Background: an optimization exercise with open tools, aiming at small area and a short achievable clock period. Do not read the settings as production practice.
The RTL was checked by simulation tests, not by an equivalence proof against the original design.

## flow/design.v (module list and top-level ports; edited modules follow where they fit)
// module FAS: 4187 lines
module FAS (data_valid, data, clk, rst, fir_d, fir_valid, fft_valid, done, freq,
 fft_d1, fft_d2, fft_d3, fft_d4, fft_d5, fft_d6, fft_d7, fft_d8,
 fft_d9, fft_d10, fft_d11, fft_d12, fft_d13, fft_d14, fft_d15, fft_d0);
  // ...
==> flow/flow/run.sh <==
#!/bin/bash
set -euo pipefail
export SETUP_SLACK_MARGIN=12.9
export BUFFER_PORTS_ARGS="-buffer_cell sky130_fd_sc_hd__buf_1"
export PRE_IO_PLACEMENT_TCL=$PWD/flow/io.tcl
R=orfs/results/sky130hd/FAS/base
bash standard.sh synth > flow_synth.log 2>&1
cp $R/1_2_yosys.v yosys_netlist_orig.v
python3 flow/fixfa.py yosys_netlist_orig.v $R/1_2_yosys.v > fixfa.log 2>&1
bash standard.sh > flow_layout.log 2>&1
==> flow/flow/fixfa.py <==
#!/usr/bin/env python3
"""Remove inverters around full-adder cells in a Yosys-mapped sky130 netlist.

A full adder is self-dual: FA(~a,~b,~c) = (~sum, ~cout). extract_fa leaves many inverters on the
inputs and outputs of the sky130 fa cells it places. This chooses, for each fa cell, whether it
computes on the true or the complemented signals so that as few inverters as possible remain,
then rewrites the netlist. Only inverters are added or removed; every other cell keeps its inputs'
logic values. Nets that are ports, and their inverter families, are left as they are.

usage: fixfa.py in.v out.v
"""
import re, sys, random
from collections import defaultdict

OUTPINS = {'X', 'Y', 'Q', 'Q_N', 'SUM', 'COUT', 'HI', 'LO'}
src = open(sys.argv[1]).read()
m = re.search(r'^module\s+(\w+)\s*\((.*?)\);', src, re.S | re.M)
ports = [p.strip() for p in m.group(2).replace('\n', ' ').split(',')]
body_start = m.end()
endm = src.rindex('endmodule')
body = src[body_start:endm]

cell_re = re.compile(r'^\s*(sky130_fd_sc_hd__\w+)\s+(\S+)\s*\((.*?)\);\s*$', re.S | re.M)
pin_re = re.compile(r'\.(\w+)\(\s*(.*?)\s*\)(?=\s*,|\s*$)', re.S)
cells = []
decl_lines = []
pos = 0
for cm in cell_re.finditer(body):
    cells.append([cm.group(1), cm.group(2), [(p, n.strip()) for p, n in pin_re.findall(cm.group(3))]])
# everything that is not a cell instance: declarations
rest = cell_re.sub('', body)
if re.search(r'\bassign\b', rest):
    sys.stderr.write('fixfa: netlist has assign statements; leaving it unchanged\n')
    open(sys.argv[2], 'w').write(src); sys.exit(0)

# port bit nets
port_decl = {}
for d in re.finditer(r'^\s*(input|output|inout)\s+(\[(\d+):(\d+)\]\s*)?(\S+?)\s*;', rest, re.M):
    port_decl[d.group(5)] = (d.group(1), d.group(3), d.group(4))
def is_port_net(n):
    base = n.split('[')[0].strip()
    return base in port_decl
isinv = lambda t: re.match(r'sky130_fd_sc_hd__(clk)?inv_\d+$', t) is not None
isfa = lambda t: re.match(r'sky130_fd_sc_hd__fa_\d+$', t) is not None

driver = {}
for ci, (t, name, pins) in enumerate(cells):
    for p, n in pins:
        if p in OUTPINS: driver[n] = (ci, p)
# root of each net through inverter chains
def root(n):
    par = 0; seen = 0
    while n in driver and isinv(cells[driver[n][0]][0]) and seen < 50:
        ci = driver[n][0]
        n = dict(cells[ci][2])['A']; par ^= 1; seen += 1
    return n, par
# families
fam_nets = defaultdict(set)
for ci, (t, name, pins) in enumerate(cells):
    for p, n in pins:
        r, _ = root(n); fam_nets[r].add(n)
frozen = set()
for r, ns in fam_nets.items():
    if any(is_port_net(n) for n in ns) or r not in driver: frozen.add(r)
# inverter cells in frozen families stay
# consumers per root: (ci, pin, parity)
cons = defaultdict(list)
for ci, (t, name, pins) in enumerate(cells):
    if isinv(t):
        r, _ = root(dict(pins)['A'])
        if r not in frozen: continue  # removed inverter: its consumers are attributed below
    for p, n in pins:
        if p in OUTPINS: continue
        r, par = root(n)
        if r in frozen: continue
        cons[r].append((ci, p, par))
fa_cells = [ci for ci, c in enumerate(cells) if isfa(c[0])]
flip = defaultdict(int)
fixed_fa = set()
for ci in fa_cells:
    for p, n in cells[ci][2]:
        if p in OUTPINS and n in frozen: fixed_fa.add(ci)
        if root(n)[0] in frozen: fixed_fa.add(ci)
fa_roots = defaultdict(set)
for ci in fa_cells:
    for p, n in cells[ci][2]:
        r = root(n)[0]
        if r not in frozen: fa_roots[ci].add(r)
SWAP = {'sky130_fd_sc_hd__xor2_1': 'sky130_fd_sc_hd__xnor2_1', 'sky130_fd_sc_hd__xnor2_1': 'sky130_fd_sc_hd__xor2_1'}
drv_fa = {}
swap_cells = []
for r in cons:
    ci, p = driver[r]
    if isfa(cells[ci][0]): drv_fa[r] = ci
    elif cells[ci][0] in SWAP and ci not in fixed_fa:
        drv_fa[r] = ci; swap_cells.append(ci); fa_roots[ci].add(r)
def native(r):
    ci = drv_fa.get(r)
    return flip[ci] if ci is not None else 0
def req(ci, p, par):
    return par ^ (flip[ci] if isfa(cells[ci][0]) else 0)
def cost(r):
    nat = native(r)
    return 1 if any(req(ci, p, par) != nat for ci, p, par in cons[r]) else 0
total0 = sum(cost(r) for r in cons)
order0 = [ci for ci in fa_cells if ci not in fixed_fa] + swap_cells
def optimize(seed, sweeps=150):
    import math
    random.seed(seed)
    for ci in order0: flip[ci] = 0
    cur = sum(cost(r) for r in cons)
    best = (cur, {ci: flip[ci] for ci in order0})
    order = list(order0)
    for sw in range(sweeps):
        T = 0.6 * (1 - sw / sweeps) + 0.01
        random.shuffle(order)
        for ci in order:
            rs = fa_roots[ci]
            before = sum(cost(r) for r in rs)
            flip[ci] ^= 1
            d = sum(cost(r) for r in rs) - before
            if d <= 0 or random.random() < math.exp(-d / T):
                cur += d
            else:
                flip[ci] ^= 1
        if cur < best[0]: best = (cur, {ci: flip[ci] for ci in order0})
    return best
best = None
for seed in range(3):
    c, fl = optimize(seed)
    if best is None or c < best[0]: best = (c, fl)
for ci, v in best[1].items(): flip[ci] = v
total1 = sum(cost(r) for r in cons)
ninv_old = sum(1 for c in cells if isinv(c[0]))
sys.stderr.write(f'fixfa: {len(fa_cells)} fa cells, {ninv_old} inverters; roots needing an inverter {total0} -> {total1}\n')

# rebuild
esc = lambda n: n + ' ' if n.startswith('\\') and not n.endswith(' ') else n
newnets = []
cnt = [0]
def newnet():
    cnt[0] += 1; n = f'_fixfa_n{cnt[0]}_'; newnets.append(n); return n
phys = {}   # (r, parity) -> net name
addcells = []
for r in cons:
    nat = native(r)
    if nat == 0:
        phys[(r, 0)] = r
    else:
        phys[(r, 1)] = newnet()
    need = set(req(ci, p, par) for ci, p, par in cons[r])
    other = 1 - nat
    if other in need:
        src_net = phys[(r, nat)]
        if other == 0:
            out = r   # true polarity keeps the original name
        else:
            out = newnet()
        phys[(r, other)] = out
        cnt[0] += 1
        addcells.append(['sky130_fd_sc_hd__inv_1', f'_fixfa_i{cnt[0]}_', [('A', src_net), ('Y', out)]])
out_cells = []
swap_set = set(swap_cells)
for ci, (t, name, pins) in enumerate(cells):
    if isinv(t):
        r, _ = root(dict(pins)['A'])
        if r not in frozen: continue
    newpins = []
    for p, n in pins:
        if p in OUTPINS:
            if n in cons or (n in driver and n == root(n)[0] and n in phys.values()):
                pass
            if n in cons:   # a non-frozen root driven here
                n = phys[(n, native(n))]
            newpins.append((p, n)); continue
        r, par = root(n)
        if r in frozen: newpins.append((p, n)); continue
        newpins.append((p, phys[(r, req(ci, p, par))]))
    if ci in swap_set and flip[ci]:
        t = SWAP[t]
        newpins = [({'X': 'Y', 'Y': 'X'}.get(p, p), n) for p, n in newpins]
    out_cells.append([t, name, newpins])
out_cells += addcells
# remove declarations of nets no longer used? keep them (harmless wires)
lines = [src[:body_start], rest.rstrip('\n') + '\n']
for n in newnets: lines.append(f'  wire {n};\n')
for t, name, pins in out_cells:
    lines.append(f'  {t} {esc(name)} (\n' + ',\n'.join(f'    .{p}({esc(n)})' for p, n in pins) + '\n  );\n')
lines.append('endmodule\n')
open(sys.argv[2], 'w').write(''.join(lines))
ninv_new = sum(1 for c in out_cells if isinv(c[0]))
sys.stderr.write(f'fixfa: inverters {ninv_old} -> {ninv_new}\n')
==> flow/flow/io.tcl <==
# Keep the 16 output pins that one bit of the output shift chain drives next to each other,
# in chain order, so that the chain's registers can sit together near their pins.
set_io_pin_constraint -group -order -pin_names {fft_d15[0] fft_d7[0] fft_d11[0] fft_d3[0] fft_d13[0] fft_d5[0] fft_d9[0] fft_d1[0] fft_d14[0] fft_d6[0] fft_d10[0] fft_d2[0] fft_d12[0] fft_d4[0] fft_d8[0] fft_d0[0]}
set_io_pin_constraint -group -order -pin_names {fft_d15[1] fft_d7[1] fft_d11[1] fft_d3[1] fft_d13[1] fft_d5[1] fft_d9[1] fft_d1[1] fft_d14[1] fft_d6[1] fft_d10[1] fft_d2[1] fft_d12[1] fft_d4[1] fft_d8[1] fft_d0[1]}
set_io_pin_constraint -group -order -pin_names {fft_d15[2] fft_d7[2] fft_d11[2] fft_d3[2] fft_d13[2] fft_d5[2] fft_d9[2] fft_d1[2] fft_d14[2] fft_d6[2] fft_d10[2] fft_d2[2] fft_d12[2] fft_d4[2] fft_d8[2] fft_d0[2]}
set_io_pin_constraint -group -order -pin_names {fft_d15[3] fft_d7[3] fft_d11[3] fft_d3[3] fft_d13[3] fft_d5[3] fft_d9[3] fft_d1[3] fft_d14[3] fft_d6[3] fft_d10[3] fft_d2[3] fft_d12[3] fft_d4[3] fft_d8[3] fft_d0[3]}
set_io_pin_constraint -group -order -pin_names {fft_d15[4] fft_d7[4] fft_d11[4] fft_d3[4] fft_d13[4] fft_d5[4] fft_d9[4] fft_d1[4] fft_d14[4] fft_d6[4] fft_d10[4] fft_d2[4] fft_d12[4] fft_d4[4] fft_d8[4] fft_d0[4]}
set_io_pin_constraint -group -order -pin_names {fft_d15[5] fft_d7[5] fft_d11[5] fft_d3[5] fft_d13[5] fft_d5[5] fft_d9[5] fft_d1[5] fft_d14[5] fft_d6[5] fft_d10[5] fft_d2[5] fft_d12[5] fft_d4[5] fft_d8[5] fft_d0[5]}
set_io_pin_constraint -group -order -pin_names {fft_d15[6] fft_d7[6] fft_d11[6] fft_d3[6] fft_d13[6] fft_d5[6] fft_d9[6] fft_d1[6] fft_d14[6] fft_d6[6] fft_d10[6] fft_d2[6] fft_d12[6] fft_d4[6] fft_d8[6] fft_d0[6]}
set_io_pin_constraint -group -order -pin_names {fft_d15[7] fft_d7[7] fft_d11[7] fft_d3[7] fft_d13[7] fft_d5[7] fft_d9[7] fft_d1[7] fft_d14[7] fft_d6[7] fft_d10[7] fft_d2[7] fft_d12[7] fft_d4[7] fft_d8[7] fft_d0[7]}
set_io_pin_constraint -group -order -pin_names {fft_d15[8] fft_d7[8] fft_d11[8] fft_d3[8] fft_d13[8] fft_d5[8] fft_d9[8] fft_d1[8] fft_d14[8] fft_d6[8] fft_d10[8] fft_d2[8] fft_d12[8] fft_d4[8] fft_d8[8] fft_d0[8]}
set_io_pin_constraint -group -order -pin_names {fft_d15[9] fft_d7[9] fft_d11[9] fft_d3[9] fft_d13[9] fft_d5[9] fft_d9[9] fft_d1[9] fft_d14[9] fft_d6[9] fft_d10[9] fft_d2[9] fft_d12[9] fft_d4[9] fft_d8[9] fft_d0[9]}
set_io_pin_constraint -group -order -pin_names {fft_d15[10] fft_d7[10] fft_d11[10] fft_d3[10] fft_d13[10] fft_d5[10] fft_d9[10] fft_d1[10] fft_d14[10] fft_d6[10] fft_d10[10] fft_d2[10] fft_d12[10] fft_d4[10] fft_d8[10] fft_d0[10]}
set_io_pin_constraint -group -order -pin_names {fft_d15[11] fft_d7[11] fft_d11[11] fft_d3[11] fft_d13[11] fft_d5[11] fft_d9[11] fft_d1[11] fft_d14[11] fft_d6[11] fft_d10[11] fft_d2[11] fft_d12[11] fft_d4[11] fft_d8[11] fft_d0[11]}
set_io_pin_constraint -group -order -pin_names {fft_d15[12] fft_d7[12] fft_d11[12] fft_d3[12] fft_d13[12] fft_d5[12] fft_d9[12] fft_d1[12] fft_d14[12] fft_d6[12] fft_d10[12] fft_d2[12] fft_d12[12] fft_d4[12] fft_d8[12] fft_d0[12]}
set_io_pin_constraint -group -order -pin_names {fft_d15[13] fft_d7[13] fft_d11[13] fft_d3[13] fft_d13[13] fft_d5[13] fft_d9[13] fft_d1[13] fft_d14[13] fft_d6[13] fft_d10[13] fft_d2[13] fft_d12[13] fft_d4[13] fft_d8[13] fft_d0[13]}
set_io_pin_constraint -group -order -pin_names {fft_d15[14] fft_d7[14] fft_d11[14] fft_d3[14] fft_d13[14] fft_d5[14] fft_d9[14] fft_d1[14] fft_d14[14] fft_d6[14] fft_d10[14] fft_d2[14] fft_d12[14] fft_d4[14] fft_d8[14] fft_d0[14]}
set_io_pin_constraint -group -order -pin_names {fft_d15[15] fft_d7[15] fft_d11[15] fft_d3[15] fft_d13[15] fft_d5[15] fft_d9[15] fft_d1[15] fft_d14[15] fft_d6[15] fft_d10[15] fft_d2[15] fft_d12[15] fft_d4[15] fft_d8[15] fft_d0[15]}
set_io_pin_constraint -group -order -pin_names {fft_d15[16] fft_d7[16] fft_d11[16] fft_d3[16] fft_d13[16] fft_d5[16] fft_d9[16] fft_d1[16] fft_d14[16] fft_d6[16] fft_d10[16] fft_d2[16] fft_d12[16] fft_d4[16] fft_d8[16] fft_d0[16]}
set_io_pin_constraint -group -order -pin_names {fft_d15[17] fft_d7[17] fft_d11[17] fft_d3[17] fft_d13[17] fft_d5[17] fft_d9[17] fft_d1[17] fft_d14[17] fft_d6[17] fft_d10[17] fft_d2[17] fft_d12[17] fft_d4[17] fft_d8[17] fft_d0[17]}
set_io_pin_constraint -group -order -pin_names {fft_d15[18] fft_d7[18] fft_d11[18] fft_d3[18] fft_d13[18] fft_d5[18] fft_d9[18] fft_d1[18] fft_d14[18] fft_d6[18] fft_d10[18] fft_d2[18] fft_d12[18] fft_d4[18] fft_d8[18] fft_d0[18]}
set_io_pin_constraint -group -order -pin_names {fft_d15[19] fft_d7[19] fft_d11[19] fft_d3[19] fft_d13[19] fft_d5[19] fft_d9[19] fft_d1[19] fft_d14[19] fft_d6[19] fft_d10[19] fft_d2[19] fft_d12[19] fft_d4[19] fft_d8[19] fft_d0[19]}
set_io_pin_constraint -group -order -pin_names {fft_d15[20] fft_d7[20] fft_d11[20] fft_d3[20] fft_d13[20] fft_d5[20] fft_d9[20] fft_d1[20] fft_d14[20] fft_d6[20] fft_d10[20] fft_d2[20] fft_d12[20] fft_d4[20] fft_d8[20] fft_d0[20]}
set_io_pin_constraint -group -order -pin_names {fft_d15[21] fft_d7[21] fft_d11[21] fft_d3[21] fft_d13[21] fft_d5[21] fft_d9[21] fft_d1[21] fft_d14[21] fft_d6[21] fft_d10[21] fft_d2[21] fft_d12[21] fft_d4[21] fft_d8[21] fft_d0[21]}
set_io_pin_constraint -group -order -pin_names {fft_d15[22] fft_d7[22] fft_d11[22] fft_d3[22] fft_d13[22] fft_d5[22] fft_d9[22] fft_d1[22] fft_d14[22] fft_d6[22] fft_d10[22] fft_d2[22] fft_d12[22] fft_d4[22] fft_d8[22] fft_d0[22]}
set_io_pin_constraint -group -order -pin_names {fft_d15[23] fft_d7[23] fft_d11[23] fft_d3[23] fft_d13[23] fft_d5[23] fft_d9[23] fft_d1[23] fft_d14[23] fft_d6[23] fft_d10[23] fft_d2[23] fft_d12[23] fft_d4[23] fft_d8[23] fft_d0[23]}
set_io_pin_constraint -group -order -pin_names {fft_d15[24] fft_d7[24] fft_d11[24] fft_d3[24] fft_d13[24] fft_d5[24] fft_d9[24] fft_d1[24] fft_d14[24] fft_d6[24] fft_d10[24] fft_d2[24] fft_d12[24] fft_d4[24] fft_d8[24] fft_d0[24]}
set_io_pin_constraint -group -order -pin_names {fft_d15[25] fft_d7[25] fft_d11[25] fft_d3[25] fft_d13[25] fft_d5[25] fft_d9[25] fft_d1[25] fft_d14[25] fft_d6[25] fft_d10[25] fft_d2[25] fft_d12[25] fft_d4[25] fft_d8[25] fft_d0[25]}
set_io_pin_constraint -group -order -pin_names {fft_d15[26] fft_d7[26] fft_d11[26] fft_d3[26] fft_d13[26] fft_d5[26] fft_d9[26] fft_d1[26] fft_d14[26] fft_d6[26] fft_d10[26] fft_d2[26] fft_d12[26] fft_d4[26] fft_d8[26] fft_d0[26]}
set_io_pin_constraint -group -order -pin_names {fft_d15[27] fft_d7[27] fft_d11[27] fft_d3[27] fft_d13[27] fft_d5[27] fft_d9[27] fft_d1[27] fft_d14[27] fft_d6[27] fft_d10[27] fft_d2[27] fft_d12[27] fft_d4[27] fft_d8[27] fft_d0[27]}
set_io_pin_constraint -group -order -pin_names {fft_d15[28] fft_d7[28] fft_d11[28] fft_d3[28] fft_d13[28] fft_d5[28] fft_d9[28] fft_d1[28] fft_d14[28] fft_d6[28] fft_d10[28] fft_d2[28] fft_d12[28] fft_d4[28] fft_d8[28] fft_d0[28]}
set_io_pin_constraint -group -order -pin_names {fft_d15[29] fft_d7[29] fft_d11[29] fft_d3[29] fft_d13[29] fft_d5[29] fft_d9[29] fft_d1[29] fft_d14[29] fft_d6[29] fft_d10[29] fft_d2[29] fft_d12[29] fft_d4[29] fft_d8[29] fft_d0[29]}
set_io_pin_constraint -group -order -pin_names {fft_d15[30] fft_d7[30] fft_d11[30] fft_d3[30] fft_d13[30] fft_d5[30] fft_d9[30] fft_d1[30] fft_d14[30] fft_d6[30] fft_d10[30] fft_d2[30] fft_d12[30] fft_d4[30] fft_d8[30] fft_d0[30]}
set_io_pin_constraint -group -order -pin_names {fft_d15[31] fft_d7[31] fft_d11[31] fft_d3[31] fft_d13[31] fft_d5[31] fft_d9[31] fft_d1[31] fft_d14[31] fft_d6[31] fft_d10[31] fft_d2[31] fft_d12[31] fft_d4[31] fft_d8[31] fft_d0[31]}
==> flow/standard.sh <==
#!/bin/bash
# synth_recipe.tcl (not shown) runs the flow's synth.tcl, then flattens the netlist and writes it again
# the make line also repeats each setting of config.mk as NAME=value (left out here)
make -C /OpenROAD-flow-scripts/flow DESIGN_CONFIG=/design/flow/config.mk WORK_HOME=/design/flow/orfs CLKGATE_MAP_FILE= SYNTH_SCRIPT=/design/flow/synth_recipe.tcl "${@:-finish}"
==> flow/config.mk <==
export PLATFORM = sky130hd
export DESIGN_NAME = FAS
export DESIGN_NICKNAME = FAS
export VERILOG_FILES = /design/flow/design.v
export SDC_FILE = /design/flow/constraint.sdc
export NUM_CORES = 8
export LEC_CHECK = 0
export CAP_MARGIN = 20
export CORE_MARGIN = 2
export CORE_UTILIZATION = 40
export CTS_CLUSTER_DIAMETER = 150
export CTS_CLUSTER_SIZE = 20
export SLEW_MARGIN = 20
==> flow/constraint.sdc <==
create_clock -name core_clock -period 18.0 [get_ports {clk}]
set_input_delay 3.6000 -clock core_clock [delete_from_list [all_inputs] [get_ports {clk}]]
set_output_delay 3.6000 -clock core_clock [all_outputs]
set_load 0.01 [all_outputs]
==> key figures, run 1 <==
Detailed routing
  – Routed met2 length: 168 mm
  – Routed len/inst: 21.0 µm
  – Top Layer Used: met4

Setup path
  – CP arrival: 1.49 ns
  – Worst Setup End Kind: primary output

Floorplanning
  – Die Area: 337000 µm²
  – Chip height: 580 µm

Logic synthesis
  – Cells after Synth: 11900
  – Syn avg cell area: 11.1 µm²
  – Ys Warns: 4

Min path
  – Worst hold start: x[30][9]
  – Hold Path Sink: x[31][9]
  – Worst hold path type: register to register

Final layout
  – Logic inverters: 1144
  – Data buffer area share: 0.0240
  – Most common library cell in the layout ignoring fill and taps: dfxtp_1
  – Top cell category: multi-input gates
  – Final clock-cell share: 0.0280
  – Comb_multi_in: 8077
  – Commonest cells after routing, fill and taps aside: dfxtp_1 (2270), fa_1 (1626), inv_1 (1140)
  – Final Non-Filler Cells: 16800
  – Final-layout clock buffer total: 167
  – Fraction of area in registers: 0.336
  – Fill cell count: 31200

Outcome
  – Status: finished clean

Global route
  – M1 GR Usage: 0.273

STA
  – Setup_tns: 0 ns
  – Fmax: 0.196 GHz
  – Slew HR: 0.209
  – Fin crit share: 0.283

Place
  – GP Congestion: 0.960
==> inputs of run 2 (changes only) <==
--- a/flow/design.v
+++ b/flow/design.v
@@ -2482,24 +2482,25 @@
 wire fir_c2450 = fir_r2411 & ~fir_r2412;
 wire fir_s2451 = fir_r2414 ^ fir_r2415;
 wire fir_c2452 = fir_r2414 | fir_r2415;
 wire [31:0] fir_A = {fir_r2427,~fir_r2425,fir_r2423,~fir_r2421,~fir_r2420,~fir_r2419,~fir_r2417,~fir_r2416,fir_c2450,fir_r2413,fir_r2409,fir_r2408,fir_c2446,fir_c2444,~fir_c2442,~fir_c2440,fir_s2439,~fir_c2436,~fir_c2434,fir_c2432,~fir_r2388,~fir_r2384,~fir_r2383,~fir_r2382,~fir_r2379,~fir_r2377,~fir_r2376,~fir_r2375,~fir_r2374,~fir_r2373,fir_r2371,~fir_r2369};
 wire [31:0] fir_B = {fir_r2428,~fir_r2426,~fir_r2424,~fir_r2422,1'b0,1'b0,~fir_r2418,~fir_c2452,fir_s2451,~fir_s2449,fir_r2410,fir_c2448,fir_s2447,fir_s2445,~fir_s2443,fir_s2441,~fir_c2438,~fir_s2437,fir_s2435,fir_s2433,~fir_s2431,~fir_r2385,fir_c2430,~fir_s2429,1'b0,~fir_r2378,1'b0,1'b0,1'b0,1'b0,~fir_r2372,~fir_r2370};
 wire [31:0] fir_sum = fir_A + fir_B;
 wire [15:0] fir_hi = fir_sum[31:16];
 reg [15:0] fir_h; always @(posedge clk) fir_h <= fir_hi;
-reg [15:0] fir_q;
-always @(posedge clk) fir_q <= fir_h + {15'd0, fir_h[15]};
+reg [15:0] fir_q, fir_qn; wire [15:0] fir_nx;
+assign fir_nx = fir_h + {15'd0, fir_h[15]};
+always @(posedge clk) begin fir_q <= fir_nx; fir_qn <= ~fir_nx; end
 assign fir_d = fir_q;
 reg [0:0] c1;
 wire [3:0] c1_q = nph - 4'd3;
 always @(posedge clk) c1 <= c1_q[3];
 reg [16:0] d1 [0:7];
-wire [16:0] y17 = {fir_q[15], fir_q};
+wire [15:0] fir_y = ~fir_qn; wire [16:0] y17 = {fir_y[15], fir_y};
 wire [16:0] d1o = d1[7];
 wire [16:0] bf1_sum = d1o + y17;
 wire [16:0] bf1_dif = d1o - y17;
 reg s1_typeb; reg [15:0] s1_sum;
 integer i1;
 always @(posedge clk) begin
   d1[0] <= c1 ? bf1_dif : y17;
   for (i1=1;i1<8;i1=i1+1) d1[i1] <= d1[i1-1];
@@ -3365,21 +3366,23 @@
 reg [0:0] c4;
 wire [3:0] c4_q = nph - 4'd5;
 always @(posedge clk) c4 <= c4_q[0];
 reg [23:0] sGr, sGi;
 wire [23:0] s4r = sGr + f3r; wire [23:0] s4i = sGi + f3i;
 wire [23:0] d4r = sGr - f3r; wire [23:0] d4i = sGi - f3i;
 wire [15:0] o4r = sGr[23:8] + {15'd0, sGr[23]};
 wire [15:0] o4i = sGi[23:8] + {15'd0, sGi[23]};
-reg [31:0] ch [0:15];
+reg [31:0] ch [0:15]; reg [31:0] mreg;  
+wire [31:0] ch0n = c4 ? {s4r[23:8], s4i[23:8]} : {o4r, o4i};
 integer ic;
 always @(posedge clk) begin
-  if (c4) begin ch[0] <= {s4r[23:8], s4i[23:8]}; sGr <= d4r; sGi <= d4i; end
-  else begin ch[0] <= {o4r, o4i}; sGr <= f3r; sGi <= f3i; end
+  ch[0] <= ch0n; mreg <= ~ch0n;
+  if (c4) begin sGr <= d4r; sGi <= d4i; end
+  else begin sGr <= f3r; sGi <= f3i; end
   for (ic=1; ic<16; ic=ic+1) ch[ic] <= ch[ic-1];
 end
 assign fft_d0 = {ch[15][31:16], 16'd0};
 assign fft_d1 = ch[7];
 assign fft_d2 = ch[11];
 assign fft_d3 = ch[3];
 assign fft_d4 = ch[13];
 assign fft_d5 = ch[5];
@@ -3388,17 +3391,17 @@
 assign fft_d8 = {ch[14][31:16], 16'd0};
 assign fft_d9 = ch[6];
 assign fft_d10 = ch[10];
 assign fft_d11 = ch[2];
 assign fft_d12 = ch[12];
 assign fft_d13 = ch[4];
 assign fft_d14 = ch[8];
 assign fft_d15 = ch[0];
-wire [15:0] m_re = ch[0][31:16]; wire [15:0] m_im = ch[0][15:0];
+wire [15:0] m_re = ~mreg[31:16]; wire [15:0] m_im = ~mreg[15:0];
 wire m_re_p0_1 = m_re[0] & m_re[1];
 wire m_re_p0_2 = m_re[0] & m_re[2];
 wire m_re_p0_3 = m_re[0] & m_re[3];
 wire m_re_p0_4 = m_re[0] & m_re[4];
 wire m_re_p0_5 = m_re[0] & m_re[5];
 wire m_re_p0_6 = m_re[0] & m_re[6];
 wire m_re_p0_7 = m_re[0] & m_re[7];
 wire m_re_p0_8 = m_re[0] & m_re[8];
==> run 2 against run 1 <==
Net effect:
- utilization decreased by 0.38 points
- largest cell class unchanged
- clock skew grew 0.037 ns
- maximum frequency rose by 1.4%
- still clean on timing, DRC and antenna
- critical path type unchanged
- wire length grew 0.33%
- sequential cell count rose by 50
==> key figures, run 2 <==
Outcome
  – Status: finished clean (unchanged)

CTS
  – # H-tree levels: 4 (unchanged)
  – CTS tree: built (unchanged)
  – Clock latency on the worst-skew pair: 0.91 ns (was 0.90 ns)
  – CTS sink cnt: 2449 (was 2399)
  – Clock tree buffer depth: 4 (unchanged)
  – Cts bufs inserted: 145 (was 146)
  – Clk root buf: clkbuf_16 (unchanged)
  – Clock Pin Slew Worst Setup and Hold Paths: 0.08 ns (was 0.10 ns)
  – Hold_buf cts: 0 (unchanged)

Setup path
  – CP Cell Sequence: buf_2 (was buf_12 > buf_6)
  – CP max stage delay: 0.38 ns (was 0.34 ns)
  – Levels on crit path: 1 (was 2)
  – CP required: 14.40 ns (about the same)
  – R2R depth: 15 (was 14)
  – CP arrival: 1.42 ns (was 1.49 ns)
  – Worst Path Buf+Inv: 1 (was 2)
  – CP max FO: 2 (unchanged)
  – Top delay family on crit path: flip-flops (unchanged)
  – CP max stage cell: dfxtp_1 (was dfxtp_2)
  – Setup CP Type: register to primary output (unchanged)
  – CP Launch Type: register (unchanged)
  – Worst Setup End Kind: primary output (unchanged)
  – Worst R2R Setup Slack: 13.12 ns (was 13.14 ns)

Global route
  – Vias in the first global route: 86200 (was 87300)
  – Initial antenna violation count: 26 (was 8)
  – Global-route wire length before repair: 534 mm (was 539 mm)
  – Grt ovf: 0 (unchanged)
  – Total track usage: 0.208 (was 0.209)
  – Largest net degree at the start of global routing: 91 (unchanged)

Floorplanning
  – Die Area: 339000 µm² (was 337000 µm²)
  – Initial Util: 0.401 (was 0.402)
  – Chip height: 582 µm (was 580 µm)
  – Die Wd: 582 µm (was 580 µm)
  – Site Rows: 212 (was 211)
  – # IOs: 554 (unchanged)
  – Core ar.: 333000 µm² (was 331000 µm²)

STA
  – Final Hold Viols: 0 (unchanged)
  – Worst-Margin Slew: 1.11 ns (was 1.18 ns)
  – # setup viols final: 0 (unchanged)
  – Fmax: 0.199 GHz (was 0.196 GHz)
  – Fin crit period: 5.02 ns (was 5.09 ns)
  – Setup_tns: 0 ns (unchanged)
  – Unrepaired setup endpoints after global routing: no (was yes)
  – Slew HR: 0.254 (was 0.209)
  – Fin crit share: 0.279 (was 0.283)
  – Slew Limit Fails: 0 (unchanged)
  – Setup WS post-layout: 12.98 ns (was 12.91 ns)
  – Skew final: 0.111 ns (was 0.0732 ns)

Detailed routing
  – DR iter-0 viols: 5505 (was 5906)
  – Routed len/inst: 21.1 µm (was 21.0 µm)
  – Post-detailed-route count of antenna-violating nets: 0 (unchanged)
  – Vias: 84700 (was 85300)
  – Total wire length: 353 mm (was 352 mm)
  – Detailed Routing Iterations Pass 1: 7 (unchanged)
  – DRC: 0 (unchanged)
  – Vias/cell: 5.06 (was 5.07)

Place
  – Place WS: 12.41 ns (was 12.23 ns)
  – GP Congestion: 0.966 (was 0.960)
  – Post-DP Area: 140000 µm² (about the same)
  – Port Buf Inserts: 521 (unchanged)
  – Post-detail-place hpwl: 291 mm (was 285 mm)
  – Placed cells: 16600 (about the same)

Final layout
  – Max FFs per register: 512 (unchanged)
  – Register area: 49700 µm² (was 48700 µm²)
  – Fill cell count: 31600 (was 31200)
  – Most common library cell in the layout ignoring fill and taps: dfxtp_1 (unchanged)
  – Final Non-Filler Cells: 16700 (was 16800)
  – Top reg by flops: x (unchanged)
  – Largest registers: x: 512 flops, ch: 480 flops, d1: 136 flops (unchanged)
  – Layout cell share with drive strength beyond 1: 0.0501 (was 0.0537)
  – Commonest cells after routing, fill and taps aside: dfxtp_1 (2357), fa_1 (1626), inv_1 (1154) (was dfxtp_1 (2270), fa_1 (1626), inv_1 (1140))
  – Area grow syn2layout: 8.15% (was 8.95%)
  – Fin nets: 14900 (was 15000)
  – Multi-input logic area: 78600 µm² (was 78700 µm²)
  – Post-route cell area: 145000 µm² (about the same)

Min path
  – Hold depth: 0 (unchanged)
  – Worst hold path type: register to register (unchanged)

Logic synthesis
  – Ys Warns: 4 (unchanged)
  – Cells after Synth: 11900 (about the same)
  – Syn avg cell area: 11.3 µm² (was 11.1 µm²)
  – Syn Std Cell Area: 134000 µm² (was 133000 µm²)

Flow run
  – Max_cap viols: 0 (unchanged)
[run 2: changes by cell type in the layout (fill, tap and decap cells not counted), sizes merged, moves of 50 or more]
cell,before,now
and2,250,132
buf,638,579
dfxtp,2335,2385
nand2,608,481
o21ai,466,393
or2,33,99
[run 2: layout make-up]
type	instances	share of cell area
repair inverters	1	0.0000346
diodes	13	0.000225
clock inverters	12	0.00147
clock buffers	170	0.0263
repair buffers	582	0.0169
well taps	4387	0.0380
multi-input cells	7980	0.544
inverters	1155	0.0300
flip-flops and latches	2449	0.343
[run 2: per-layer routing]
layer	track usage	up-vias	wire, µm
li1	-	40000	-
met1	0.270	41800	150000
met2	0.345	2390	167000
met3	0.0321	542	20000
met4	0.0848	2	16500
met5	0	-	13
[run 2: metrics by stage]
step | util | hold WS, ns
after floorplan | - | 0.310
after global placement | 0.421 | 0.310
after detailed placement | 0.421 | 0.312
after CTS | 0.434 | 0.237
after global routing | 0.434 | 0.241
final | 0.434 | 0.227
[run 2: final timing paths]
| kind | from | endpoint |
|---|---|---|
| max | ch[0][22] | fft_d15[22] |
| min | d1[3][3] | d1[4][3] |
| max reg2reg | mi[12] | sCr[24] |
| min reg2reg | d1[3][3] | d1[4][3] |
| max in group asynchronous | rst | ph[0] |
| min in group asynchronous | rst | dv |
[run 2: what timing repair did]
action | CTS | global route
gates cloned | 0 | 1
buffers inserted | 0 | 1
resized for setup | 38 | 30
pin swaps | 0 | 2
endpoints found under the setup margin | 46 | 30
==> inputs of run 3 (changes only) <==
--- a/flow/flow/run.sh
+++ b/flow/flow/run.sh
@@ -1,6 +1,6 @@
 #!/bin/bash
 set -euo pipefail
-export SETUP_SLACK_MARGIN=12.9
+export SETUP_SLACK_MARGIN=13.05
 export BUFFER_PORTS_ARGS="-buffer_cell sky130_fd_sc_hd__buf_1"
 export PRE_IO_PLACEMENT_TCL=$PWD/flow/io.tcl
 R=orfs/results/sky130hd/FAS/base
==> run 3 against run 2 <==
Net effect:
- wire length grew 2.6%
- sequential share of layout area fell by 0.72 points
- largest cell class unchanged
- still clean
- first-iteration DRC count up 5.3%
- utilization rose by 1.5 points
- critical path depth unchanged
- critical path type unchanged
==> key figures, run 3 <==
CTS
  – Clock tree buffer depth: 4 (unchanged)
  – # H-tree levels: 4 (unchanged)
  – CTS sink cnt: 2449 (unchanged)
  – Clock Pin Slew Worst Setup and Hold Paths: 0.08 ns (about the same)
  – CTS tree: built (unchanged)
  – Clock latency on the worst-skew pair: 0.91 ns (about the same)
  – Clk root buf: clkbuf_16 (unchanged)
  – Cts bufs inserted: 145 (unchanged)

STA
  – Skew final: 0.109 ns (was 0.111 ns)
  – Slew Limit Fails: 0 (unchanged)
  – Setup_tns: 0 ns (unchanged)
  – Worst-Margin Slew: 1.10 ns (was 1.11 ns)
  – Hold WS: 0.229 ns (was 0.227 ns)
  – Fin crit period: 5.00 ns (was 5.02 ns)
  – Slew HR: 0.256 (was 0.254)
  – Unrepaired setup endpoints after global routing: yes (was no)
  – # setup viols final: 0 (unchanged)
  – Final Hold Viols: 0 (unchanged)
  – Fin crit share: 0.278 (was 0.279)
  – Fmax: 0.200 GHz (was 0.199 GHz)

Setup path
  – CP max stage cell: dfxtp_4 (was dfxtp_1)
  – CP Launch Type: register (unchanged)
  – Setup CP Type: register to primary output (unchanged)
  – Worst Setup End Kind: primary output (unchanged)
  – Top delay family on crit path: flip-flops (unchanged)
  – CP Cell Sequence: buf_6 (was buf_2)
  – CP required: 14.40 ns (about the same)
  – Worst Path Buf+Inv: 1 (unchanged)
  – R2R depth: 15 (unchanged)
  – CP max FO: 1 (was 2)
  – CP max stage delay: 0.42 ns (was 0.38 ns)
  – Levels on crit path: 1 (unchanged)
  – CP arrival: 1.40 ns (was 1.42 ns)

Final layout
  – Most common library cell in the layout ignoring fill and taps: dfxtp_1 (unchanged)
  – Multi-input logic area: 78700 µm² (was 78600 µm²)
  – Fin nets: 15000 (was 14900)
  – Top reg by flops: x (unchanged)
  – Commonest cells after routing, fill and taps aside: dfxtp_1 (1887), fa_1 (1626), inv_1 (1154) (was dfxtp_1 (2357), fa_1 (1626), inv_1 (1154))
  – Max FFs per register: 512 (unchanged)
  – Fill cell count: 30800 (was 31600)
  – Area grow syn2layout: 11.8% (was 8.15%)
  – Register area: 50200 µm² (was 49700 µm²)
  – Post-route cell area: 149000 µm² (was 145000 µm²)
  – Layout cell share with drive strength beyond 1: 0.134 (was 0.0501)
  – Largest registers: x: 512 flops, ch: 480 flops, d1: 136 flops (unchanged)

Detailed routing
  – Vias/cell: 5.07 (was 5.06)
  – Detailed Routing Iterations Pass 1: 8 (was 7)
  – Post-detailed-route count of antenna-violating nets: 0 (unchanged)
  – Routed len/inst: 21.5 µm (was 21.1 µm)
  – Total wire length: 362 mm (was 353 mm)
  – DRC: 0 (unchanged)
  – Vias: 85400 (was 84700)
  – DR iter-0 viols: 5795 (was 5505)

Global route
  – Total track usage: 0.212 (was 0.208)
  – Global-route wire length before repair: 545 mm (was 534 mm)
  – Grt ovf: 0 (unchanged)
  – Vias in the first global route: 87600 (was 86200)
  – Initial antenna violation count: 26 (unchanged)
  – Largest net degree at the start of global routing: 91 (unchanged)

Place
  – GP Congestion: 0.966 (unchanged)
  – Post-DP Area: 140000 µm² (unchanged)
  – Port Buf Inserts: 521 (unchanged)
  – Post-detail-place hpwl: 291 mm (unchanged)

Logic synthesis
  – Cells after Synth: 11900 (unchanged)
  – Syn avg cell area: 11.3 µm² (unchanged)
  – Ys Warns: 4 (unchanged)
  – Syn Std Cell Area: 134000 µm² (unchanged)

Min path
  – Hold depth: 0 (unchanged)
  – Worst hold path type: register to register (unchanged)

Outcome
  – Status: finished clean (unchanged)

Floorplanning
  – Die Wd: 582 µm (unchanged)
  – Die Area: 339000 µm² (unchanged)
  – Site Rows: 212 (unchanged)
  – Chip height: 582 µm (unchanged)
  – # IOs: 554 (unchanged)
  – Initial Util: 0.401 (unchanged)
  – Core ar.: 333000 µm² (unchanged)

Flow run
  – Max_cap viols: 0 (unchanged)
## run 3: worst register-to-register path: stages (launching register included)
cell and delay (ns):
dfxtp_4 0.40, fa_1 0.51, fa_1 0.52, fa_1 0.49, ha_1 0.32, ha_2 0.33
a211oi_1 0.26, o21ai_1 0.15, a221oi_2 0.32, nand3_1 0.14, a311oi_2 0.31, nor2_2 0.14
a211oi_2 0.31, o21bai_1 0.11, xor2_1 0.16, mux2_2 0.28
## run 3: worst paths after layout
path | from | endpoint | slack, ns
worst max-delay path | freq_r[0] | freq[0] | 13.00
worst min-delay path | d1[3][3] | d1[4][3] | 0.23
worst max register to register | mi[10] | sCr[24] | 13.18
worst min register to register | d1[3][3] | d1[4][3] | 0.23
max in group asynchronous | rst | ph[0] | 14.86
min in group asynchronous | rst | dv | 2.73
## run 3: timing repair
action | in CTS | in global routing
pin swaps | 0 | 2
setup buffers | 52 | 43
gates resized for setup | 1408 | 107
hold buffers | 0 | 0
endpoints found under the setup margin | 539 | 434
cloned | 0 | 1
## run 3: area by class of cell
type,instances,area share
Clock inverter,12,0.00142
Timing Repair inverter,1,0.0000335
Inverter,1155,0.0290
Timing Repair Buffer,676,0.0448
Sequential cell,2449,0.336
Tap cell,4387,0.0367
Multi-Input combinational cell,7980,0.526
Clock buffer,170,0.0255
Antenna cell,11,0.000184
## run 3: metal layers
layer	wire length, µm	up-vias	global-route usage
li1	-	40200	-
met1	151000	42100	0.273
met2	173000	2516	0.354
met3	20900	581	0.0320
met4	17200	2	0.0862
met5	13	-	0
## run 3: metrics by stage
step,cells,utilization,setup WS (ns)
after global routing,16800,0.449,12.92
final,16800,0.449,13.00
after global placement,16600,0.421,12.42
after CTS,16800,0.447,12.92
after detailed placement,16600,0.421,12.41
after floorplan,11900,-,13.23
==> inputs of run 4 (changes only) <==
--- a/flow/flow/run.sh
+++ b/flow/flow/run.sh
@@ -1,6 +1,6 @@
 #!/bin/bash
 set -euo pipefail
-export SETUP_SLACK_MARGIN=13.05
+export SETUP_SLACK_MARGIN=12.75
 export BUFFER_PORTS_ARGS="-buffer_cell sky130_fd_sc_hd__buf_1"
 export PRE_IO_PLACEMENT_TCL=$PWD/flow/io.tcl
 R=orfs/results/sky130hd/FAS/base
==> flow/flow/fixfa.py (replaced) <==
#!/usr/bin/env python3
"""Remove inverters around full-adder and half-adder cells in a Yosys-mapped sky130 netlist.

A full adder is self-dual: FA(~a,~b,~c) = (~sum, ~cout). extract_fa leaves many inverters on the
inputs and outputs of the sky130 fa/ha cells it places. This chooses, for each fa cell, whether it
computes on the true or the complemented signals, lets xor2/xnor2 cells swap, and rebuilds each
ha cell as an xor2/xnor2 plus a two-input gate that takes its inputs in whatever polarity is at
hand, so that as few inverters as possible remain; then it rewrites the netlist. Flip-flops and
every other cell keep their inputs' logic values. Nets that are ports, and their inverter
families, are left as they are.

usage: fixfa.py in.v out.v
"""
import re, sys, random, math
from collections import defaultdict

OUTPINS = {'X', 'Y', 'Q', 'Q_N', 'SUM', 'COUT', 'HI', 'LO'}
INV_AREA = 3.75
src = open(sys.argv[1]).read()
m = re.search(r'^module\s+(\w+)\s*\((.*?)\);', src, re.S | re.M)
body_start = m.end()
endm = src.rindex('endmodule')
body = src[body_start:endm]
cell_re = re.compile(r'^\s*(sky130_fd_sc_hd__\w+)\s+(\S+)\s*\((.*?)\);\s*$', re.S | re.M)
pin_re = re.compile(r'\.(\w+)\(\s*(.*?)\s*\)(?=\s*,|\s*$)', re.S)
cells = []
for cm in cell_re.finditer(body):
    cells.append([cm.group(1), cm.group(2), [(p, n.strip()) for p, n in pin_re.findall(cm.group(3))]])
rest = cell_re.sub('', body)
if re.search(r'\bassign\b', rest):
    sys.stderr.write('fixfa: netlist has assign statements; leaving it unchanged\n')
    open(sys.argv[2], 'w').write(src); sys.exit(0)
port_decl = set(d.group(5) for d in re.finditer(r'^\s*(input|output|inout)\s+(\[(\d+):(\d+)\]\s*)?(\S+?)\s*;', rest, re.M))
is_port_net = lambda n: n.split('[')[0].strip() in port_decl
isinv = lambda t: re.match(r'sky130_fd_sc_hd__(clk)?inv_\d+$', t) is not None
isfa = lambda t: re.match(r'sky130_fd_sc_hd__fa_\d+$', t) is not None
isha = lambda t: re.match(r'sky130_fd_sc_hd__ha_\d+$', t) is not None
SWAP = {'sky130_fd_sc_hd__xor2_1': 'sky130_fd_sc_hd__xnor2_1', 'sky130_fd_sc_hd__xnor2_1': 'sky130_fd_sc_hd__xor2_1'}

driver = {}
for ci, (t, name, pins) in enumerate(cells):
    for p, n in pins:
        if p in OUTPINS: driver[n] = (ci, p)
_root = {}
def root(n):
    if n in _root: return _root[n]
    n0 = n; par = 0; seen = 0
    while n in driver and isinv(cells[driver[n][0]][0]) and seen < 50:
        n = dict(cells[driver[n][0]][2])['A']; par ^= 1; seen += 1
    _root[n0] = (n, par); return n, par
fam_nets = defaultdict(set)
for ci, (t, name, pins) in enumerate(cells):
    for p, n in pins:
        fam_nets[root(n)[0]].add(n)
frozen = set(r for r, ns in fam_nets.items() if any(is_port_net(n) for n in ns) or r not in driver)

# variables: ('F',ci) full adder flip; ('X',ci) xor/xnor swap; ('S',ci) / ('C',ci) soft half adder
# output polarities. A cell is movable only if none of its nets is frozen.
def cell_roots(ci):
    return [root(n)[0] for p, n in cells[ci][2]]
movable_fa = set(); softha = set(); swapc = set()
for ci, (t, name, pins) in enumerate(cells):
    if any(r in frozen for r in cell_roots(ci)): continue
    if isfa(t): movable_fa.add(ci)
    elif isha(t): softha.add(ci)
    elif t in SWAP: swapc.add(ci)
flip = defaultdict(int)
# consumers per root with required parity (excluding removed inverters and soft-HA inputs)
cons = defaultdict(list)
ha_in = defaultdict(list)   # root -> list of (ha ci, pin, par)
for ci, (t, name, pins) in enumerate(cells):
    if isinv(t) and root(dict(pins)['A'])[0] not in frozen: continue
    for p, n in pins:
        if p in OUTPINS: continue
        r, par = root(n)
        if r in frozen: continue
        if ci in softha: ha_in[r].append((ci, p, par)); continue
        cons[r].append((ci, p, par))
def drvvar(r):
    ci, p = driver[r]
    if ci in movable_fa: return ('F', ci)
    if ci in swapc: return ('X', ci)
    if ci in softha: return ('S', ci) if p == 'SUM' else ('C', ci)
    return None
dv = {r: drvvar(r) for r in set(cons) | set(ha_in) if r in driver}
def native(r):
    v = dv.get(r)
    return flip[v] if v is not None else 0
def req(ci, par):
    return par ^ (flip[('F', ci)] if ci in movable_fa else 0)
def rcost(r):
    nat = native(r)
    return INV_AREA if any(req(ci, par) != nat for ci, p, par in cons.get(r, ())) else 0.0
ha_pins = {}
for ci in softha:
    d = dict(cells[ci][2])
    ha_pins[ci] = (root(d['A']), root(d['B']))
def ha_pol(ci):
    (ra, qa), (rb, qb) = ha_pins[ci]
    return native(ra) ^ qa, native(rb) ^ qb
def hcost(ci):
    pa, pb = ha_pol(ci); pc = flip[('C', ci)]
    if pa == 0 and pb == 0 and pc == 0 and flip[('S', ci)] == 0: return 12.51   # keep the ha cell
    if pa == pb: return 8.76 + (3.75 if pc != pa else 6.26)
    return 8.76 + 6.26
# which roots / HAs each variable touches
touch_r = defaultdict(set); touch_h = defaultdict(set)
for ci in movable_fa:
    v = ('F', ci)
    for r in cell_roots(ci): touch_r[v].add(r)
for r, v in dv.items():
    if v is None: continue
    touch_r[v].add(r)
    for (h, p, par) in ha_in.get(r, ()): touch_h[v].add(h)
for ci in softha: touch_h[('C', ci)].add(ci); touch_h[('S', ci)].add(ci)
for v in list(touch_r):
    if v[0] == 'F':
        for r in touch_r[v]:
            if dv.get(r) == v:
                for (h, p, par) in ha_in.get(r, ()): touch_h[v].add(h)
allvars = sorted(set(touch_r) | set(touch_h))
def local(v): return sum(rcost(r) for r in touch_r[v]) + sum(hcost(h) for h in touch_h[v])
def total(): return sum(rcost(r) for r in cons) + sum(hcost(h) for h in softha)
t0 = total()
def optimize(seed, sweeps=150):
    random.seed(seed)
    for v in allvars: flip[v] = 0
    cur = total(); best = (cur, {v: 0 for v in allvars})
    order = list(allvars)
    for sw in range(sweeps):
        T = 2.0 * (1 - sw / sweeps) + 0.04
        random.shuffle(order)
        for v in order:
            b = local(v); flip[v] ^= 1; d = local(v) - b
            if d <= 0 or random.random() < math.exp(-d / T): cur += d
            else: flip[v] ^= 1
        if cur < best[0] - 1e-9: best = (cur, {v: flip[v] for v in allvars})
    return best
best = None
for seed in range(3):
    c, fl = optimize(seed)
    if best is None or c < best[0]: best = (c, fl)
for v, x in best[1].items(): flip[v] = x
sys.stderr.write(f'fixfa: {len(movable_fa)} full adders, {len(softha)} half adders, {len(swapc)} xor/xnor movable; '
                 f'inverter+half-adder-gate area {t0:.0f} -> {total():.0f}\n')

# rebuild
esc = lambda n: n + ' ' if n.startswith('\\') and not n.endswith(' ') else n
newnets = []; cnt = [0]
def newnet():
    cnt[0] += 1; n = f'_fixfa_n{cnt[0]}_'; newnets.append(n); return n
phys = {}; addcells = []
for r in set(cons) | set(ha_in):
    if r not in driver: continue
    nat = native(r)
    phys[(r, nat)] = r if nat == 0 else newnet()
    need = set(req(ci, par) for ci, p, par in cons.get(r, ()))
    if (1 - nat) in need:
        out = r if nat == 1 else newnet()
        phys[(r, 1 - nat)] = out
        cnt[0] += 1
        addcells.append(['sky130_fd_sc_hd__inv_1', f'_fixfa_i{cnt[0]}_', [('A', phys[(r, nat)]), ('Y', out)]])
out_cells = []
for ci, (t, name, pins) in enumerate(cells):
    if isinv(t) and root(dict(pins)['A'])[0] not in frozen: continue
    if ci in softha:
        d = dict(pins)
        (ra, qa), (rb, qb) = ha_pins[ci]
        A = phys[(ra, native(ra))]; B = phys[(rb, native(rb))]
        pa, pb = ha_pol(ci)
        rs, rc = d['SUM'], d['COUT']
        S = phys.get((rs, native(rs)), rs); Cn = phys.get((rc, native(rc)), rc)
        if pa == 0 and pb == 0 and flip[('C', ci)] == 0 and flip[('S', ci)] == 0:
            out_cells.append([t, name, [('A', A), ('B', B), ('COUT', Cn), ('SUM', S)]]); continue
        if (pa ^ pb ^ flip[('S', ci)]) == 0: out_cells.append(['sky130_fd_sc_hd__xor2_1', name, [('A', A), ('B', B), ('X', S)]])
        else: out_cells.append(['sky130_fd_sc_hd__xnor2_1', name, [('A', A), ('B', B), ('Y', S)]])
        pc = flip[('C', ci)]; cn = name[:-1] + '_c_' if name.endswith('_') else name + '_c'
        if pa == 0 and pb == 0: g = ['sky130_fd_sc_hd__nand2_1', [('A', A), ('B', B), ('Y', Cn)]] if pc else ['sky130_fd_sc_hd__and2_1', [('A', A), ('B', B), ('X', Cn)]]
        elif pa == 1 and pb == 1: g = ['sky130_fd_sc_hd__or2_1', [('A', A), ('B', B), ('X', Cn)]] if pc else ['sky130_fd_sc_hd__nor2_1', [('A', A), ('B', B), ('Y', Cn)]]
        else:
            Tn, Cm = (A, B) if pa == 0 else (B, A)   # Tn true polarity, Cm complemented
            g = ['sky130_fd_sc_hd__nand2b_1', [('A_N', Cm), ('B', Tn), ('Y', Cn)]] if pc else ['sky130_fd_sc_hd__nor2b_1', [('A', Cm), ('B_N', Tn), ('Y', Cn)]]
        cnt[0] += 1
        out_cells.append([g[0], f'_fixfa_h{cnt[0]}_', g[1]])
        continue
    newpins = []
    for p, n in pins:
        if p in OUTPINS:
            if (n, native(n)) in phys: n = phys[(n, native(n))]
            newpins.append((p, n)); continue
        r, par = root(n)
        if r in frozen: newpins.append((p, n)); continue
        newpins.append((p, phys[(r, req(ci, par))]))
    if ci in swapc and flip[('X', ci)]:
        t = SWAP[t]; newpins = [({'X': 'Y', 'Y': 'X'}.get(p, p), n) for p, n in newpins]
    out_cells.append([t, name, newpins])
out_cells += addcells
lines = [src[:body_start], rest.rstrip('\n') + '\n']
for n in newnets: lines.append(f'  wire {n};\n')
for t, name, pins in out_cells:
    lines.append(f'  {t} {esc(name)} (\n' + ',\n'.join(f'    .{p}({esc(n)})' for p, n in pins) + '\n  );\n')
lines.append('endmodule\n')
open(sys.argv[2], 'w').write(''.join(lines))
sys.stderr.write(f'fixfa: inverters {sum(1 for c in cells if isinv(c[0]))} -> {sum(1 for c in out_cells if isinv(c[0]))}\n')
==> run 4 against run 3 <==
Net effect:
- synthesized cell count rose by 1.0%
- first-iteration DRC count is 1.0% higher
- utilization down 1.4 points
- count of clock-buffer cells in the layout down 7
==> key figures, run 4 <==
Setup path
  – CP max stage delay: 0.45 ns (was 0.42 ns)
  – Reg2reg end: sCr[24] (unchanged)
  – Setup CP Type: register to primary output (unchanged)
  – R2R depth: 16 (was 15)
  – Worst r2r src: mi[14] (was mi[10])
  – CP arrival: 1.52 ns (was 1.40 ns)
  – CP required: 14.40 ns (about the same)
  – Top delay family on crit path: flip-flops (unchanged)
  – Worst Setup End Kind: primary output (unchanged)
  – CP Launch Type: register (unchanged)
  – Worst Path Buf+Inv: 1 (unchanged)
  – Worst R2R Setup Slack: 12.88 ns (was 13.18 ns)
  – CP max stage cell: dfxtp_1 (was dfxtp_4)
  – CP max FO: 1 (unchanged)
  – CP Cell Sequence: buf_1 (was buf_6)

STA
  – # setup viols final: 0 (unchanged)
  – Unrepaired setup endpoints after global routing: yes (unchanged)
  – Hold WS: 0.278 ns (was 0.229 ns)
  – Skew final: 0.0753 ns (was 0.109 ns)
  – Fmax: 0.195 GHz (was 0.200 GHz)
  – Setup_tns: 0 ns (unchanged)
  – Slew Limit Fails: 0 (unchanged)
  – Setup WS post-layout: 12.88 ns (was 13.00 ns)
  – Slew HR: 0.225 (was 0.256)
  – Fin crit period: 5.12 ns (was 5.00 ns)
  – Worst-Margin Slew: 1.15 ns (was 1.10 ns)
  – Final Hold Viols: 0 (unchanged)
  – Fin crit share: 0.285 (was 0.278)

CTS
  – CTS sink cnt: 2449 (unchanged)
  – Clock tree buffer depth: 4 (unchanged)
  – Clock Pin Slew Worst Setup and Hold Paths: 0.09 ns (was 0.08 ns)
  – CTS tree: built (unchanged)
  – Clock latency on the worst-skew pair: 0.88 ns (was 0.91 ns)
  – # H-tree levels: 4 (unchanged)
  – Clk root buf: clkbuf_16 (unchanged)
  – Cts bufs inserted: 144 (was 145)

Global route
  – Largest net degree at the start of global routing: 80 (was 91)
  – Total track usage: 0.210 (was 0.212)
  – Grt ovf: 0 (unchanged)
  – Initial antenna violation count: 31 (was 26)
  – Global-route wire length before repair: 541 mm (was 545 mm)
  – Vias in the first global route: 87000 (was 87600)

Final layout
  – Register area: 49600 µm² (was 50200 µm²)
  – Largest registers: x: 512 flops, ch: 480 flops, d1: 136 flops (unchanged)
  – Commonest cells after routing, fill and taps aside: dfxtp_1 (2368), fa_1 (1626), inv_1 (958) (was dfxtp_1 (1887), fa_1 (1626), inv_1 (1154))
  – Fin nets: 14700 (was 15000)
  – Top reg by flops: x (unchanged)
  – Area grow syn2layout: 7.99% (was 11.8%)
  – Multi-input logic area: 78800 µm² (was 78700 µm²)
  – Fill cell count: 31300 (was 30800)
  – Layout cell share with drive strength beyond 1: 0.0456 (was 0.134)
  – Max FFs per register: 512 (unchanged)
  – Final Non-Filler Cells: 16900 (was 16800)
  – Most common library cell in the layout ignoring fill and taps: dfxtp_1 (unchanged)

Detailed routing
  – Vias/cell: 5.07 (about the same)
  – DR iter-0 viols: 5853 (was 5795)
  – Top Layer Used: met5 (unchanged)
  – DRC: 0 (unchanged)
  – Routed len/inst: 21.2 µm (was 21.5 µm)
  – Post-Route M1 WL: 149 mm (was 151 mm)
  – Total wire length: 357 mm (was 362 mm)
  – Detailed Routing Iterations Pass 1: 10 (was 8)
  – Post-detailed-route count of antenna-violating nets: 0 (unchanged)
  – Vias: 85600 (was 85400)
  – WL met3: 19.9 mm (was 20.9 mm)
  – Routed met2 length: 171 mm (was 173 mm)

Floorplanning
  – Die Area: 337000 µm² (was 339000 µm²)
  – Core ar.: 331000 µm² (was 333000 µm²)
  – Die Wd: 581 µm (was 582 µm)
  – # IOs: 554 (unchanged)
  – Site Rows: 211 (was 212)
  – Initial Util: 0.402 (was 0.401)
  – Chip height: 581 µm (was 582 µm)

Place
  – Place WS: 12.49 ns (was 12.41 ns)
  – Placed cells: 16600 (about the same)
  – Post-detail-place hpwl: 292 mm (was 291 mm)
  – GP Congestion: 0.978 (was 0.966)
  – Port Buf Inserts: 521 (unchanged)

Logic synthesis
  – Syn Std Cell Area: 133000 µm² (was 134000 µm²)
  – Cells after Synth: 12000 (was 11900)
  – Ys Warns: 4 (unchanged)
  – Syn avg cell area: 11.1 µm² (was 11.3 µm²)

Min path
  – Hold depth: 0 (unchanged)
  – Worst hold start: sEr[3] (was d1[3][3])
  – Worst hold path type: register to register (unchanged)
  – Hold Path Sink: sFr[3] (was d1[4][3])

Flow run
  – Max_cap viols: 0 (unchanged)

Outcome
  – Status: finished clean (unchanged)
[run 4: worst max-delay path by stage]
| stage | depth (start not counted) | start | to |
|---|---|---|---|
| 2_1_floorplan | 16 | mi[12] | sCr[24] |
| 3_3_place_gp | 16 | sA_anim | sBi[23] |
| 3_5_place_dp | 16 | sA_anim | sBi[23] |
| 4_1_cts | 16 | mi[14] | sCr[24] |
| 5_1_grt | 17 | mi[14] | sCr[24] |
| 6_report | 1 | freq_r[0] | freq[0] |
[run 4: final cells by class]
cell class                 instances  area share
antenna                           45    0.000783
clock buffer                     163      0.0257
clock inverter                    13     0.00119
inverter                         959      0.0250
multi-input combinational       8296       0.548
sequential                      2449       0.345
tap                             4366      0.0380
timing repair buffer             572      0.0163
[run 4: per-layer routing]
layer | global-route usage | vias up
li1 | - | 40200
met1 | 0.269 | 42200
met2 | 0.355 | 2475
met3 | 0.0318 | 601
met4 | 0.0871 | 12
met5 | 0 | -
[run 4: what timing repair did]
item | in CTS | in global routing
setup endpoints to repair | 5 | 22
hold buffers | 0 | 0
gates resized for setup | 2 | 18
buffers inserted | 0 | 1
pin swaps | 0 | 1
[run 4: per-stage QoR]
stage	utilization	instance area, µm²
after global placement	0.422	140000
final	0.435	144000
after detailed placement	0.422	140000
after floorplan	-	133000
after global routing	0.435	144000
after CTS	0.434	144000
==> inputs of run 5 (changes only) <==
--- a/flow/flow/run.sh
+++ b/flow/flow/run.sh
@@ -1,6 +1,6 @@
 #!/bin/bash
 set -euo pipefail
-export SETUP_SLACK_MARGIN=12.75
+export SETUP_SLACK_MARGIN=12.9
 export BUFFER_PORTS_ARGS="-buffer_cell sky130_fd_sc_hd__buf_1"
 export PRE_IO_PLACEMENT_TCL=$PWD/flow/io.tcl
 R=orfs/results/sky130hd/FAS/base
==> run 5 against run 4 <==
Net effect:
- final area rose by 0.15%
- setup slack improved by 0.089 ns
==> key figures, run 5 <==
Setup path
  – CP arrival: 1.44 ns (was 1.52 ns)
  – Worst r2r src: mi[12] (was mi[14])
  – Top delay family on crit path: flip-flops (unchanged)
  – Setup crit start: ch[0][21] (was freq_r[0])
  – CP max stage delay: 0.38 ns (was 0.45 ns)
  – Worst Setup End Kind: primary output (unchanged)
  – CP max stage cell: dfxtp_1 (unchanged)
  – CP required: 14.40 ns (about the same)
  – CP Launch Type: register (unchanged)
  – CP Cell Sequence: buf_2 (was buf_1)
  – CP max FO: 2 (was 1)
  – Setup CP Type: register to primary output (unchanged)
  – Worst Path Buf+Inv: 1 (unchanged)

Floorplanning
  – Die Wd: 581 µm (unchanged)
  – Die Area: 337000 µm² (unchanged)
  – Core ar.: 331000 µm² (unchanged)
  – Chip height: 581 µm (unchanged)
  – # IOs: 554 (unchanged)
  – Initial Util: 0.402 (unchanged)
  – Site Rows: 211 (unchanged)

Min path
  – Worst hold start: sEi[25] (was sEr[3])
  – Worst hold path type: register to register (unchanged)

STA
  – Setup WS post-layout: 12.96 ns (was 12.88 ns)
  – Hold WS: 0.273 ns (was 0.278 ns)
  – Worst-Margin Slew: 1.03 ns (was 1.15 ns)
  – Setup_tns: 0 ns (unchanged)
  – # setup viols final: 0 (unchanged)
  – Final Hold Viols: 0 (unchanged)
  – Unrepaired setup endpoints after global routing: no (was yes)
  – Fin crit period: 5.04 ns (was 5.12 ns)
  – Slew HR: 0.314 (was 0.225)
  – Fmax: 0.199 GHz (was 0.195 GHz)
  – Skew final: 0.0744 ns (was 0.0753 ns)
  – Fin crit share: 0.280 (was 0.285)
  – Slew Limit Fails: 0 (unchanged)

Place
  – Port Buf Inserts: 521 (unchanged)
  – Place WS: 12.54 ns (was 12.49 ns)
  – GP Congestion: 0.960 (was 0.978)
  – Post-detail-place hpwl: 294 mm (was 292 mm)

Global route
  – Total track usage: 0.212 (was 0.210)
  – Grt ovf: 0 (unchanged)
  – Global-route wire length before repair: 546 mm (was 541 mm)
  – Initial antenna violation count: 23 (was 31)
  – Vias in the first global route: 87200 (was 87000)
  – Largest net degree at the start of global routing: 131 (was 80)

Detailed routing
  – DRC: 0 (unchanged)
  – Total wire length: 359 mm (was 357 mm)
  – Vias: 85400 (was 85600)
  – Routed len/inst: 21.3 µm (was 21.2 µm)
  – DR iter-0 viols: 6107 (was 5853)
  – Post-detailed-route count of antenna-violating nets: 0 (unchanged)
  – Detailed Routing Iterations Pass 1: 8 (was 10)
  – Vias/cell: 5.07 (about the same)

Final layout
  – Fill cell count: 31300 (about the same)
  – Top reg by flops: x (unchanged)
  – Area grow syn2layout: 8.15% (was 7.99%)
  – Most common library cell in the layout ignoring fill and taps: dfxtp_1 (unchanged)
  – Largest registers: x: 512 flops, ch: 480 flops, d1: 136 flops (unchanged)
  – Fin nets: 14700 (about the same)
  – Commonest cells after routing, fill and taps aside: dfxtp_1 (2361), fa_1 (1623), inv_1 (954) (was dfxtp_1 (2368), fa_1 (1626), inv_1 (958))
  – Layout cell share with drive strength beyond 1: 0.0493 (was 0.0456)
  – Max FFs per register: 512 (unchanged)

Outcome
  – Status: finished clean (unchanged)

CTS
  – CTS sink cnt: 2449 (unchanged)
  – Clock tree buffer depth: 4 (unchanged)
  – CTS tree: built (unchanged)
  – Cts bufs inserted: 144 (unchanged)
  – Clk root buf: clkbuf_16 (unchanged)
  – Hold_buf cts: 0 (unchanged)
  – Clock latency on the worst-skew pair: 0.89 ns (was 0.88 ns)
  – Clock Pin Slew Worst Setup and Hold Paths: 0.09 ns (about the same)
  – # H-tree levels: 4 (unchanged)

Logic synthesis
  – Syn Std Cell Area: 133000 µm² (unchanged)
  – Cells after Synth: 12000 (unchanged)
  – Syn avg cell area: 11.1 µm² (unchanged)
  – Ys Warns: 4 (unchanged)

Flow run
  – Max_cap viols: 0 (unchanged)
run 5: cell types whose count changed in the layout (fill, tap and decap cells not counted), moves of 4 or more:
cell | previous run | this run
dfxtp_4 | 4 | 10
dfxtp_1 | 2368 | 2361
inv_1 | 958 | 954
clkinvlp_4 | 0 | 4
diode_2 | 45 | 35
buf_4 | 48 | 56
inv_6 | 9 | 4
buf_1 | 521 | 509
clkinv_8 | 2 | 6
buf_2 | 0 | 11
run 5: stage by stage:
stage / utilization / instance area (µm²) / cells
after floorplan: - / 133000 / 12000
after global placement: 0.422 / 140000 / 16600
after detailed placement: 0.422 / 140000 / 16600
after CTS: 0.434 / 144000 / 16800
after global routing: 0.435 / 144000 / 16900
final: 0.435 / 144000 / 16900
run 5: cell type report:
| class | count | area (µm²) | share of cell area |
|---|---|---|---|
| diodes | 35 | 87.6 | 0.000608 |
| clock buffers | 166 | 3720 | 0.0258 |
| clock inverters | 12 | 173 | 0.00120 |
| inverters | 959 | 3610 | 0.0251 |
| multi-input cells | 8296 | 78900 | 0.548 |
| flip-flops and latches | 2449 | 49600 | 0.345 |
| well taps | 4366 | 5460 | 0.0379 |
| repair buffers | 579 | 2420 | 0.0168 |
| repair inverters | 1 | 5.00 | 0.0000348 |
run 5: path summary, 6_finish.rpt:
check                              end  slack [ns]  cells past startpoint
min                            sFi[25]        0.27                      0
max in group asynchronous       cnt[3]       14.79                      2
min in group asynchronous        fft_v        2.80                      2
min reg2reg                    sFi[25]        0.27                      0
max reg2reg                    sDi[24]       13.15                     17
max                        fft_d15[21]       12.96                      1
run 5: repair_timing:
action / CTS / global route
cloned: 0 / 1
setup endpoints to repair: 23 / 32
hold endpoints to repair: 0 / 0
gates resized for setup: 27 / 41
pin swaps: 0 / 13
setup buffers: 0 / 9
run 5: layer usage:
metal | global-route usage | vias up | wire, µm
li1 | - | 40200 | -
met1 | 0.274 | 42000 | 151000
met2 | 0.355 | 2530 | 170000
met3 | 0.0351 | 618 | 21300
met4 | 0.0846 | 18 | 16700
met5 | 0 | - | 117
run 5: worst register-to-register path, cell delays in order (launching register included):
cell	delay, ns
dfxtp_4	0.40
clkinvlp_4	0.16
buf_4	0.17
fa_1	0.45
fa_1	0.41
fa_1	0.58
xor2_2	0.19
ha_4	0.24
a211oi_2	0.23
o21ai_1	0.12
a221oi_2	0.31
nand3_1	0.15
a311oi_2	0.34
nor2_4	0.13
a211oi_2	0.29
o21bai_1	0.10
xor2_1	0.16
mux2_2	0.28

port drivers added, routing unchanged:
How much do the figures lean on ideal ports? The routed layouts below were timed once more, with nothing changed but the port constraints.
Step 1: set_driving_cell puts a clkbuf_16 on clk and a buf_2 on each other input, an assumption about the parent block.
Step 2 adds t to the input delays and takes it off the output delays; t is the mean of the earliest and latest rising clock arrival at the registers after step 1. Input paths then give back, and output paths get back, about the clock's delay inside the block.
Three values: ideal, step 1, step 2; two values: the first two.
run | shift t [ns] | setup slack, ns | clock arrival spread, ns | slew at the worst register clock pin (ns) | cell pins on the clock port's net
run 1 | 0.972 | 12.908 / 12.800 / 13.141 | 0.082 / 0.082 | 0.10 / 0.10 | 1
run 2 | 0.964 | 12.976 / 12.870 / 13.124 | 0.116 / 0.116 | 0.11 / 0.11 | 1
run 3 | 0.967 | 13.004 / 12.900 / 13.177 | 0.115 / 0.115 | 0.11 / 0.11 | 1
run 4 | 0.950 | 12.876 / 12.770 / 12.881 | 0.077 / 0.076 | 0.10 / 0.10 | 1
run 5 | 0.963 | 12.965 / 12.854 / 13.153 | 0.082 / 0.083 | 0.10 / 0.10 | 1
After both steps every run listed still meets setup and hold.
